Context: an optimization exercise on an open-source flow, tuned for small area. The choices shown serve that exercise and are no tape-out recipe. Only simulation tests tie the RTL to the original design; equivalence was not proved. Power figures rest on the tool's default switching activity, not on a simulated workload.

File: flow/run.sh
#!/bin/bash
# synth_recipe.tcl (not shown) runs the flow's synth.tcl, then flattens the netlist and writes it again
# the make line also repeats each setting of config.mk as NAME=value (left out here)
make -C /OpenROAD-flow-scripts/flow DESIGN_CONFIG=/design/flow/config.mk WORK_HOME=/design/flow/orfs CLKGATE_MAP_FILE= SYNTH_SCRIPT=/design/flow/synth_recipe.tcl finish
File: flow/config.mk
export PLATFORM = sky130hd
export DESIGN_NAME = top
export DESIGN_NICKNAME = top
export VERILOG_FILES = /design/flow/design.v
export SDC_FILE = /design/flow/constraint.sdc
export NUM_CORES = 4
export LEC_CHECK = 0
export CAP_MARGIN = 20
export CORE_MARGIN = 2
export CORE_UTILIZATION = 40
export PLACE_DENSITY = 0.6
export SLEW_MARGIN = 20
File: flow/constraint.sdc
create_clock -name core_clock -period 12.0 [get_ports {clk}]
set_input_delay 2.4000 -clock core_clock [delete_from_list [all_inputs] [get_ports {clk}]]
set_output_delay 2.4000 -clock core_clock [all_outputs]
set_load 0.01 [all_outputs]
File: flow/design.v
`timescale 1ns / 1ps
module Debouncer(rst, clk, button, press);
	input rst, clk, button;
    output reg press;
	reg state;
	reg in, in_0;
	reg [11:0] cnt;
	localparam LOCKOUT = 2999;   
    always @(posedge clk) begin
		in_0 <= button; 
	end
	always @(posedge clk) begin
		in <= in_0; 
	end
    always @ (posedge clk) begin		
        if (rst) begin
            state <= 0;
            cnt <= 0;
            press <= 0;
        end
        if (state == 0 && in == 1) begin
			state <= 1;
            press <= 1;
			cnt <= 0;
		end
        else if (state == 1) begin
			cnt <= cnt + 1;
            press <= 0;
		end
        if (cnt == LOCKOUT) begin  
			state <= 0;
			cnt <= 0;
            press <= 0;
		end
	 end
endmodule
`timescale 1ns / 1ps
module top(rst, clk, start, btnU, btnR, btnD, btnL, seg, an, led, hsync, vsync, red, green, blue);
    input rst, start, clk, btnU, btnR, btnD, btnL;
    output reg [7:0] seg;
    output [3:0] an;
    output reg [7:0] led;
    output wire hsync;
    output wire vsync;
    output reg [2:0] red;
    output reg [2:0] green;
    output reg [1:0] blue;
    reg rst1, rst2, start1, start2;
    always @(posedge clk) begin
        rst1 <= rst;
        rst2 <= rst1;
        start1 <= start;
        start2 <= start1;
    end
    wire RST = rst1 ^ rst2;
    wire NEW_START = start1 ^ start2;
    reg [6:0] c100;
    reg [5:0] c50;
    reg [3:0] c12;
    reg clk_1;
    wire w100 = (c100 == 7'd99);
    wire w50 = w100 && (c50 == 6'd49);
    always @(posedge clk) begin
        if (RST) begin
            c100 <= 0;
            c50 <= 0;
            c12 <= 0;
            clk_1 <= 0;
        end else begin
            c100 <= w100 ? 7'd0 : c100 + 7'd1;
            if (w100) c50 <= (c50 == 6'd49) ? 6'd0 : c50 + 6'd1;
            if (w50) c12 <= (c12 == 4'd11) ? 4'd0 : c12 + 4'd1;
            clk_1 <= w50 && (c12 == 4'd11);
        end
    end
    wire fast_tick = !RST && w100 && !c50[0];
    wire blink_clk = c12[0];
    wire pU, pD, pL, pR;
    Debouncer DEBOUNCEU(.rst(RST), .clk(clk), .button(btnU), .press(pU));
    Debouncer DEBOUNCED(.rst(RST), .clk(clk), .button(btnD), .press(pD));
    Debouncer DEBOUNCER(.rst(RST), .clk(clk), .button(btnR), .press(pR));
    Debouncer DEBOUNCEL(.rst(RST), .clk(clk), .button(btnL), .press(pL));
    reg game_state, START;
    reg [1:0] blue_st;           
    wire display_blue = (blue_st == 2'd3);
    reg go3;                     
    reg game_over1;              
    wire game_over = game_over1 | go3;
    reg signed [10:0] posX, posY, pig_growth;
    reg [7:0] score;
    reg new_round, veg_consumed;
    wire is_fifth_round = (score != 0) && (score % 5 == 0);
    reg [3:0] count_s;
    always @(posedge clk) begin
        if (RST || new_round) begin
            count_s <= 4'd15;
            game_over1 <= 0;
        end else if (game_state && clk_1) begin
            if (count_s == 0) game_over1 <= 1;
            else count_s <= count_s - 4'd1;
        end
    end
    wire ge10 = (count_s >= 4'd10);
    wire [3:0] s1 = {3'b000, ge10};
    wire [3:0] s0 = ge10 ? count_s - 4'd10 : count_s;
    reg up2, down2, left2, right2;
    reg ld_v, ld_vert, ld_neg;   
    reg [9:0] em;                
    reg em_neg;                  
    wire [10:0] em11 = {1'b0, em};
    wire [10:0] k = 11'd50 + em11;
    wire [10:0] g = 11'd50 + pig_growth;
    wire [10:0] posX_end = posX + g;
    wire [10:0] posY_end = posY + g;
    wire signed [10:0] pYm = posY - k;
    wire signed [10:0] pYp = posY + k;
    wire signed [10:0] pXm = posX - k;
    wire signed [10:0] pXp = posX + k;
    wire signed [10:0] pYep = posY_end + k;
    wire signed [10:0] pXep = posX_end + k;
    wire uv = pYm >= 11'sd5;
    wire dv = pYep <= 11'sd479;
    wire rv = pXep <= 11'sd639;
    wire lv = pXm >= 11'sd5;
    wire s_up = up2 & uv;
    wire s_dn = ~s_up & down2 & dv;
    wire s_rt = ~s_up & ~s_dn & right2 & rv;
    wire s_lf = ~s_up & ~s_dn & ~s_rt & left2 & lv;
    wire vert = s_up | s_dn;
    wire any_move = vert | s_rt | s_lf;
    wire signed [10:0] candM = s_up ? pYm : s_dn ? pYp : s_rt ? pXp : pXm;
    wire signed [10:0] cX = vert ? posX : candM;
    wire signed [10:0] cY = vert ? candM : posY;
    wire [9:0] snackX, snackY, vegX, vegY;
    wire signed [10:0] sXlo = {1'b0, snackX} - g;
    wire signed [10:0] sYlo = {1'b0, snackY} - g;
    wire signed [10:0] sXhi = {1'b0, snackX} + 11'd60;
    wire signed [10:0] sYhi = {1'b0, snackY} + 11'd60;
    wire signed [10:0] vXlo = {1'b0, vegX} - g;
    wire signed [10:0] vYlo = {1'b0, vegY} - g;
    wire signed [10:0] vXhi = {1'b0, vegX} + 11'd60;
    wire signed [10:0] vYhi = {1'b0, vegY} + 11'd60;
    wire hit_snack = cY > sYlo && cY < sYhi && cX > sXlo && cX < sXhi;
    wire hit_veg = cY > vYlo && cY < vYhi && cX > vXlo && cX < vXhi;
    wire eat_veg = ~hit_snack & hit_veg & is_fifth_round & ~veg_consumed;
    wire negdir = s_up | s_lf;
    wire [10:0] adjM = (negdir & hit_snack) ? -11'd8 : (negdir & eat_veg) ? 11'd32 : 11'd0;
    wire [10:0] adjP = hit_snack ? -11'd4 : eat_veg ? 11'd16 : 11'd0;
    wire [10:0] emp = em_neg ? -em11 : em11;
    wire [10:0] newM = candM + adjM;
    wire [10:0] newP = (vert ? posX : posY) + emp + adjP;
    wire turn = ld_v && (ld_vert ? (pL || pR) : (pU || pD));
    always @(posedge clk) begin
        if (RST) begin
            ld_v <= 0;
            up2 <= 0;
            down2 <= 0;
            left2 <= 0;
            right2 <= 0;
        end else begin
            up2 <= pU;
            down2 <= pD;
            left2 <= pL;
            right2 <= pR;
            if (right2 && rv) begin
                ld_v <= 1; ld_vert <= 0; ld_neg <= 1;
            end else if (left2 && lv) begin
                ld_v <= 1; ld_vert <= 0; ld_neg <= 0;
            end else if (down2 && dv) begin
                ld_v <= 1; ld_vert <= 1; ld_neg <= 1;
            end else if (up2 && uv) begin
                ld_v <= 1; ld_vert <= 1; ld_neg <= 0;
            end
        end
        em <= turn ? pig_growth[10:1] : 10'd0;
        em_neg <= ld_neg;
    end
    always @(posedge clk) begin
        if (RST) begin
            posY <= 250;
            posX <= 300;
            pig_growth <= 0;
            new_round <= 0;
            score <= 0;
            veg_consumed <= 0;
        end else if (!game_over && game_state) begin
            if (any_move) begin
                if (hit_snack) begin
                    new_round <= 1;
                    veg_consumed <= 0;
                    score <= score + 8'd1;
                    pig_growth <= pig_growth + 11'd8;
                end else if (eat_veg) begin
                    veg_consumed <= 1;
                    pig_growth <= pig_growth - 11'd32;
                end
                posX <= vert ? newP : newM;
                posY <= vert ? newM : newP;
            end else begin
                new_round <= 0;
            end
        end
    end
    wire [9:0] pigX = posX[9:0];
    wire [9:0] pigY = posY[9:0];
    wire [9:0] pigXe = posX_end[9:0];
    wire [9:0] pigYe = posY_end[9:0];
    wire [9:0] pg10 = pig_growth[9:0];
    reg [9:0] sX, sY, scX, scY;
    assign snackX = sX;
    assign snackY = sY;
    wire [12:0] sDx = {3'b000, sX} - {3'b000, pg10} - 13'd60;
    wire [12:0] sDy = {3'b000, sY} - {3'b000, pg10} - 13'd60;
    wire s_rel = !sDx[12] && ({3'b000, scX} >= sDx) && ({1'b0, scX} <= {1'b0, sX} + 11'd50) &&
                 !sDy[12] && ({3'b000, scY} >= sDy) && ({1'b0, scY} <= {1'b0, sY} + 11'd50);
    wire s_up_ok = (scY < 10'd50) || (scY > 10'd55);
    wire s_dn_ok = scY < 10'd369;
    wire s_lf_ok = (scX < 10'd50) || (scX > 10'd55);
    wire s_rt_ok = scX < 10'd529;
    wire [9:0] s_nY = (s_rel && s_up_ok) ? scY - 10'd50 : (s_rel && s_dn_ok) ? scY + 10'd50 : scY;
    wire [9:0] s_nX = (s_rel && !s_up_ok && !s_dn_ok && s_lf_ok) ? scX - 10'd50 :
                      (s_rel && !s_up_ok && !s_dn_ok && s_rt_ok) ? scX + 10'd50 : scX;
    always @(posedge clk) begin
        if (RST) begin
            sX <= 0;
            sY <= 0;
            scX <= 5;
            scY <= 5;
        end else if (START || new_round) begin
            scX <= s_nX;
            scY <= s_nY;
            sX <= s_nX;
            sY <= s_nY;
        end else begin
            scX <= (scX == 10'd579) ? 10'd5 : scX + 10'd1;
            scY <= (scY == 10'd419) ? 10'd5 : scY + 10'd1;
        end
    end
    reg [9:0] vX, vY, vcX, vcY;
    assign vegX = vX;
    assign vegY = vY;
    wire [12:0] vDx = {3'b000, pigX} - {3'b000, pg10} - 13'd60;
    wire [12:0] vDy = {3'b000, pigY} - {3'b000, pg10} - 13'd60;
    wire v_rel = !vDx[12] && ({3'b000, vcX} >= vDx) && ({1'b0, vcX} <= {1'b0, pigX} + 11'd50) &&
                 !vDy[12] && ({3'b000, vcY} >= vDy) && ({1'b0, vcY} <= {1'b0, pigY} + 11'd50);
    wire v_up_ok = (vcY < 10'd50) || (vcY > 10'd55);
    wire v_dn_ok = vcY < 10'd369;
    wire v_lf_ok = (vcX < 10'd50) || (vcX > 10'd55);
    wire v_rt_ok = vcX < 10'd529;
    wire [9:0] v_nY = (v_rel && v_up_ok) ? vcY - 10'd50 : (v_rel && v_dn_ok) ? vcY + 10'd50 : vcY;
    wire [9:0] v_nX = (v_rel && !v_up_ok && !v_dn_ok && v_lf_ok) ? vcX - 10'd50 :
                      (v_rel && !v_up_ok && !v_dn_ok && v_rt_ok) ? vcX + 10'd50 : vcX;
    always @(posedge clk) begin
        if (RST) begin
            vX <= 0;
            vY <= 0;
            vcX <= 300;
            vcY <= 300;
        end else if (START || new_round) begin
            vcX <= v_nX;
            vcY <= v_nY;
            vX <= v_nX;
            vY <= v_nY;
        end else begin
            vcX <= (vcX == 10'd579) ? 10'd5 : vcX + 10'd1;
            vcY <= (vcY == 10'd419) ? 10'd5 : vcY + 10'd1;
        end
    end
    reg [31:0] trailX, trailY;
    reg [3:0] tempX, tempY;
    reg first_move;
    reg [2:0] np;
    wire [11:0] tyd = {2'b00, pigY} + {2'b00, pg10} + {2'b00, em};
    wire [11:0] txd = {2'b00, pigX} + {2'b00, pg10} + {2'b00, em};
    wire t_ok = (up2 && {1'b0, pigY} >= 11'd55 + em11) || (down2 && tyd <= 12'd379) ||
                (right2 && txd <= 12'd539) || (left2 && {1'b0, pigX} >= 11'd55 + em11);
    wire t_move = !game_over && game_state && t_ok;
    wire np_wrap = (np == 3'd7) || (score[7:2] == 6'd0 && np == {score[1:0], 1'b0});
    wire [3:0] wX = first_move ? tempX : 4'd6;
    wire [3:0] wY = first_move ? tempY : 4'd5;
    integer i;
    always @(posedge clk) begin
        if (RST) begin
            trailX <= 32'hffffffff;
            trailY <= 32'hffffffff;
            np <= 0;
            tempX <= 0;
            tempY <= 0;
            first_move <= 0;
        end else if (t_move) begin
            if (!first_move) begin
                first_move <= 1;
                if (left2) begin
                    tempX <= 4'd5; tempY <= 4'd5;
                end else if (right2) begin
                    tempX <= 4'd7; tempY <= 4'd5;
                end else if (up2) begin
                    tempX <= 4'd6; tempY <= 4'd4;
                end else if (down2) begin
                    tempX <= 4'd6; tempY <= 4'd6;
                end
            end else if (up2) tempY <= tempY - 4'd1;
            else if (down2) tempY <= tempY + 4'd1;
            else if (right2) tempX <= tempX + 4'd1;
            else if (left2) tempX <= tempX - 4'd1;
            for (i = 0; i < 8; i = i + 1)
                if (np == i) begin
                    trailX[4*i +: 4] <= wX;
                    trailY[4*i +: 4] <= wY;
                end
            np <= np_wrap ? 3'd0 : np + 3'd1;
        end
    end
    reg [15:0] ovX, ovY;
    integer t;
    always @(*) begin
        for (t = 0; t < 16; t = t + 1) begin
            ovX[t] = ({2'b00, pigX} > 12'd50 * t && {2'b00, pigX} < 12'd50 * t + 12'd50) ||
                     ({2'b00, pigXe} > 12'd50 * t && {2'b00, pigXe} < 12'd50 * t + 12'd50) ||
                     ({2'b00, pigX} <= 12'd50 * t && {2'b00, pigXe} >= 12'd50 * t + 12'd50);
            ovY[t] = ({2'b00, pigY} > 12'd50 * t && {2'b00, pigY} < 12'd50 * t + 12'd50) ||
                     ({2'b00, pigYe} > 12'd50 * t && {2'b00, pigYe} < 12'd50 * t + 12'd50) ||
                     ({2'b00, pigY} <= 12'd50 * t && {2'b00, pigYe} >= 12'd50 * t + 12'd50);
        end
    end
    reg hit_trail;
    always @(*) begin
        hit_trail = 0;
        for (i = 0; i < 8; i = i + 1)
            hit_trail = hit_trail | (ovX[trailX[4*i +: 4]] & ovY[trailY[4*i +: 4]]);
    end
    always @(posedge clk) begin
        if (!RST) led <= game_over ? 8'd0 : score;
        if (RST) begin
            game_state <= 0;
            START <= 0;
            go3 <= 0;
            blue_st <= 0;
        end else begin
            if (clk_1) begin
                if (blue_st == 2'd2) blue_st <= 2'd3;
                else if (game_over && game_state && blue_st != 2'd3) blue_st <= blue_st + 2'd1;
            end
            if (game_state) begin
                START <= 0;
                go3 <= hit_trail;
            end else if (NEW_START) begin
                game_state <= 1;
                START <= 1;
            end
        end
    end
    reg [1:0] digit;
    always @(posedge clk) begin
        if (RST) digit <= 0;
        else if (fast_tick) digit <= digit + 2'd1;
    end
    assign an = ~(4'b0001 << digit);
    wire [6:0] sc = score[6:0];
    wire [3:0] sc1 = sc % 10;
    wire [3:0] sc2 = sc / 10;
    wire [3:0] dval = game_over ? (digit[0] ? sc2 : sc1) : (digit[0] ? s1 : s0);
    reg [7:0] dseg;
    always @(*) begin
        case (dval)
            4'd0: dseg = ~8'b00111111;
            4'd1: dseg = ~8'b00000110;
            4'd2: dseg = ~8'b01011011;
            4'd3: dseg = ~8'b01001111;
            4'd4: dseg = ~8'b01100110;
            4'd5: dseg = ~8'b01101101;
            4'd6: dseg = ~8'b01111101;
            4'd7: dseg = ~8'b00000111;
            4'd8: dseg = ~8'b01111111;
            4'd9: dseg = ~8'b01100111;
            default: dseg = 8'hff;
        endcase
        if (RST || (game_over && blink_clk) || digit[1]) seg = 8'hff;
        else seg = dseg;
    end
    reg [9:0] hc, vc;
    always @(posedge clk) begin
        if (RST) begin
            hc <= 0;
            vc <= 0;
        end else if (hc < 10'd799) begin
            hc <= hc + 10'd1;
        end else begin
            hc <= 0;
            vc <= (vc < 10'd520) ? vc + 10'd1 : 10'd0;
        end
    end
    assign hsync = (hc >= 10'd96);
    assign vsync = (vc >= 10'd2);
    wire [9:0] vpx = pigX + 10'd144;
    wire [9:0] vpxe = pigXe + 10'd144;
    wire [9:0] vpy = pigY + 10'd31;
    wire [9:0] vpye = pigYe + 10'd31;
    wire [9:0] vsx = sX + 10'd144;
    wire [9:0] vsxe = sX + 10'd204;
    wire [9:0] vsy = sY + 10'd31;
    wire [9:0] vsye = sY + 10'd91;
    wire [9:0] vvx = vX + 10'd144;
    wire [9:0] vvxe = vX + 10'd204;
    wire [9:0] vvy = vY + 10'd31;
    wire [9:0] vvye = vY + 10'd91;
    reg [15:0] colm, rowm;
    always @(*) begin
        for (t = 0; t < 16; t = t + 1) begin
            colm[t] = ({1'b0, hc} >= 11'd144 + 11'd50 * t) && ({1'b0, hc} <= 11'd194 + 11'd50 * t);
            rowm[t] = ({1'b0, vc} >= 11'd31 + 11'd50 * t) && ({1'b0, vc} <= 11'd81 + 11'd50 * t);
        end
    end
    reg show_trail;
    always @(*) begin
        show_trail = 0;
        for (i = 0; i < 8; i = i + 1)
            show_trail = show_trail | (colm[trailX[4*i +: 4]] & rowm[trailY[4*i +: 4]]);
    end
    reg dPig, dSnack, dVeg, dFart;
    always @(posedge clk) begin
        dPig <= hc >= vpx && hc <= vpxe && vc >= vpy && vc <= vpye;
        dSnack <= hc >= vsx && hc <= vsxe && vc >= vsy && vc <= vsye;
        dVeg <= is_fifth_round && !veg_consumed && hc >= vvx && hc <= vvxe && vc >= vvy && vc <= vvye;
        dFart <= show_trail;
    end
    wire eyes = ((hc >= 10'd349 && hc <= 10'd399) || (hc >= 10'd533 && hc <= 10'd583)) && vc >= 10'd156 && vc <= 10'd206;
    wire lips = hc >= 10'd199 && hc <= 10'd733 && vc >= 10'd256 && vc <= 10'd306;
    wire frown = ((hc >= 10'd199 && hc <= 10'd249) || (hc >= 10'd683 && hc <= 10'd733)) && vc >= 10'd306 && vc <= 10'd356;
    always @(*) begin
        if (vc >= 10'd31 && vc < 10'd511 && hc >= 10'd144 && hc < 10'd784) begin
            if (game_over && game_state && display_blue) begin
                if (eyes || lips || frown) begin
                    red = 3'b111; green = 3'b111; blue = 2'b11;
                end else begin
                    red = 3'b000; green = 3'b000; blue = 2'b11;
                end
            end else if (dPig) begin
                red = 3'b111; green = 3'b000; blue = 2'b11;
            end else if (game_state && dSnack) begin
                red = 3'b000; green = 3'b000; blue = 2'b11;
            end else if (game_state && dVeg) begin
                red = 3'b000; green = 3'b111; blue = 2'b00;
            end else if (game_state && dFart) begin
                red = 3'b111; green = 3'b100; blue = 2'b00;
            end else begin
                red = 3'b111; green = 3'b111; blue = 2'b11;
            end
        end else begin
            red = 0; green = 0; blue = 0;
        end
    end
endmodule
==> run notes <==
-- sequential cells by signal, summed over array words and instances, names as in the netlist, 10 cells and up --
register,flops
DEBOUNCED.cnt,12
DEBOUNCEL.cnt,12
DEBOUNCER.cnt,12
DEBOUNCEU.cnt,12
hc,10
posX,11
posY,11
sX,10
sY,10
scX,10
scY,10
trailX,32
trailY,32
vX,10
vY,10
vc,10
vcX,10
vcY,10
-- final cells by class --
type                       count  share of cell area
multi-input combinational   4731              0.7321
sequential                   342              0.1493
tap                         1403             0.03774
clock buffer                  60             0.02800
timing repair buffer         136             0.02410
inverter                     270             0.02206
clock inverter                23            0.006724
-- cells in the final DEF (no fill, tap or decap), types with 53 or more instances in the layout --
master | synthesis | layout
a211oi_1 | 76 | 76
buf_4 | 9 | 99
xor2_1 | 117 | 115
and3_1 | 63 | 63
o21bai_1 | 53 | 53
o21ai_0 | 322 | 319
ha_1 | 565 | 564
nand3_1 | 180 | 180
nand2b_1 | 106 | 106
mux4_2 | 85 | 85
nor2b_1 | 88 | 88
a21oi_1 | 522 | 521
nand2_1 | 479 | 478
dfxtp_1 | 332 | 332
nand4_1 | 62 | 62
xnor2_1 | 236 | 235
nor2_1 | 494 | 492
o211ai_1 | 60 | 60
a21o_1 | 160 | 160
a31oi_1 | 56 | 56
nor3_1 | 214 | 213
inv_1 | 255 | 253
o21a_1 | 75 | 75
-- power breakdown --
| group | leakage [uW] | total, uW | internal (uW) | switching [uW] |
|---|---|---|---|---|
| logic | 0.0157 | 9080 | 3470 | 5610 |
| clock network | 0.000791 | 1460 | 861 | 603 |
| registers | 0.00280 | 1630 | 1290 | 339 |
| total | 0.0193 | 12200 | 5620 | 6550 |
-- kinds of logic (layout without fill, tap and decap cells) --
logic type | Yosys count | in the layout | share of synthesized area
other | 1 | 1 | 0.00008669
XOR/XNOR | 353 | 353 | 0.07147
adder cells (fa/ha/maj) | 606 | 606 | 0.1817
flip-flops | 342 | 342 | 0.1606
buffers and inverters | 612 | 489 | 0.05533
AND/OR/NAND/NOR | 1951 | 1951 | 0.2212
AO/OA/AOI/OAI | 1674 | 1674 | 0.2508
multiplexers | 146 | 146 | 0.05883
-- metal layers --
| layer | global-route usage | share of wire | vias to the layer above | wire length, um |
|---|---|---|---|---|
| li1 | - | - | 20400 | - |
| met1 | 0.3700 | 0.44 | 20430 | 67780 |
| met2 | 0.4203 | 0.44 | 1825 | 67420 |
| met3 | 0.04349 | 0.083 | 344 | 12790 |
| met4 | 0.1047 | 0.040 | 0 | 6148 |
| met5 | 0 | 0 | - | 0 |
-- timing repair --
action | in CTS | in global routing
endpoints found under the setup margin | 0 | 2
gates resized for setup | 0 | 8
buffers inserted | 0 | 0
-- how the worst max path moves through the flow --
stage / start / end / cells after the start
6_report: pig_growth[5] / posY[10] / 47
5_1_grt: pig_growth[5] / posX[10] / 47
4_1_cts: pig_growth[5] / posX[10] / 47
3_5_place_dp: pig_growth[5] / posY[10] / 47
3_3_place_gp: pig_growth[5] / posX[10] / 47
2_1_floorplan: pig_growth[4] / posX[10] / 48
-- metrics by stage --
step	worst slack [ps]	utilization	hold WS (ps)	instance area (um^2)	cells
3_3_place_gp	1050	0.4183	311.0	44840	6881
4_1_cts	856.0	0.4334	325.7	46460	6964
3_5_place_dp	938.9	0.4183	312.1	44840	6881
6_report	1038	0.4339	325.4	46520	6965
2_1_floorplan	1572	-	309.6	43260	5685
5_1_grt	149.5	0.4339	327.0	46520	6965
==> results.yml <==
outcome:
  status: "finished clean"
yosys:
  synth_top_area_frac: 0.1634
  synth_nets: 6295
  synth_most_common_cell: "ha_1"
  async_flop_share: 0
  syn-instance-count: 5685
  synth_edf_count: 10
  ys.flop_type: "dfxtp_1"
  synth_area_leaders: "ha_1, dfxtp_1, a21oi_1"
  syn_area_per_cell_um2: 7.609
  yosys.area.top_type: "ha_1"
  synth_area_mm2: 0.04326
  ys_warn_count: 2
  seq_area_frac_synth: 0.1606
  ys_ff_latch: 342
  ys_top_cells_by_count: "ha_1, a21oi_1, nor2_1"
  ys_types: 118
sta:
  rsz0062_at_grt: "false"
  fin_crit_ps: 10960
  fin_crit_sh: 0.9135
  setup_viol: 0
  relSlewSlack: 0.1881
  finalHoldViolations: 0
  skew_ps: 33.14
  tightest_slew_ps: 1218
  final_max_slew_viol_count: 0
  finalSetupTns_ps: 0
  fmax_mhz: 91.23
worst_setup_path:
  cp.arrival_ps: 11460
  reg2reg_from: "pig_growth[5]"
  crit_type: "reg -> reg"
  critPathMaxStageDelay_ps: 570
  crit_slowest_cell: "a2111oi_0"
  cp-end-kind: "flip-flop"
  reg2reg_depth: 47
  crit_top_cell: "a21oi_1"
  start_kind: "flip-flop"
  cp.buffers_inverters: 7
  cp_max_fo: 33
  rrSetupSlack_ps: 1040
  path_delay_family: "compound AO/OA/AOI/OAI gates"
  rr_endpoint: "posY[10]"
  cp.required_ps: 12500
hold_path:
  hold_end: "DEBOUNCER.in"
  hp-start: "DEBOUNCER.in_0"
  hp-class: "reg -> reg"
  hold_path_depth: 0
floorplan:
  initial_core_util: 0.4035
  ios: 37
  die_h_um: 332.9
  dieArea_mm2: 0.1108
  die_width_um: 332.9
  num_rows: 120
  coreArea_mm2: 0.1072
finish:
  fillers: 10860
  seq_area_mm2: 0.006947
  antennaDiodeCount: 0
  area_delta_synth_final_pct: 7.541
  nets: 6136
  drive_above_1_share: 0.07102
  multi_input_area_mm2: 0.03405
placed_design:
  numPortBuffers: 35
  dp_hpwl_mm: 115.7
  gp_congestion: 0.9784
grt:
  overflow: 0
  antenna_found_initial: 3
  grt_pass1_vias: 40090
  grt_max_degree: 118
  grt_pass1_wl_mm: 238.9
  grt.total_usage: 0.2692
clock_network:
  htreeDepth: 2
  clkLatencyLatePin_ps: 650
  cts_tree: "done"
  cts-root-buf: "clkbuf_16"
  postCtsHoldBufs: 0
  max-clock-path-buffers: 3
  cts_sinks: 342
  clk_pin_slew_ps: 70
  cts_buffers: 45
drt:
  drtPass1Iterations: 8
  route.detailed.drc: 0
  routed_via_density: 6.173
  routed-via-count: 43000
  drt_iter0_drc: 4554
  routed_wirelength_mm: 154.1
  ant_nets: 0
  wire_per_inst_um: 22.13
power_and_ir_drop:
  p_leak_uw: 0.01932
  power.density_mw_per_mm2: 261.7
  max-vdd-ir-drop_v: 0.0001681
  power_uw: 12170
flow_run:
  cap_violations: 0

re-timing with driven ports:
Ports are ideal in the flow. The routed layout listed here was re-timed in OpenROAD.
Step 1, drivers: a clkbuf_16 drives clk and a buf_2 each remaining input, both assumed.
Step 2, shift: input delay + t, output delay - t, t = (earliest + latest rising clock arrival at the registers) / 2. This alone moves slack from input paths to output paths.
a / b / c = ideal ports / drivers / drivers and shift; a / b = the first two.
t, ns: 0.696
setup WS [ns]: 1.038 / 1.038 / 1.038
latest minus earliest clock arrival (ns): 0.033 / 0.033
cell pins on the clock port's net: 1
After both steps this run still meets setup and hold. The setup slack of this run moves by 0.000 ns with the drivers and by 0.000 ns with both steps.
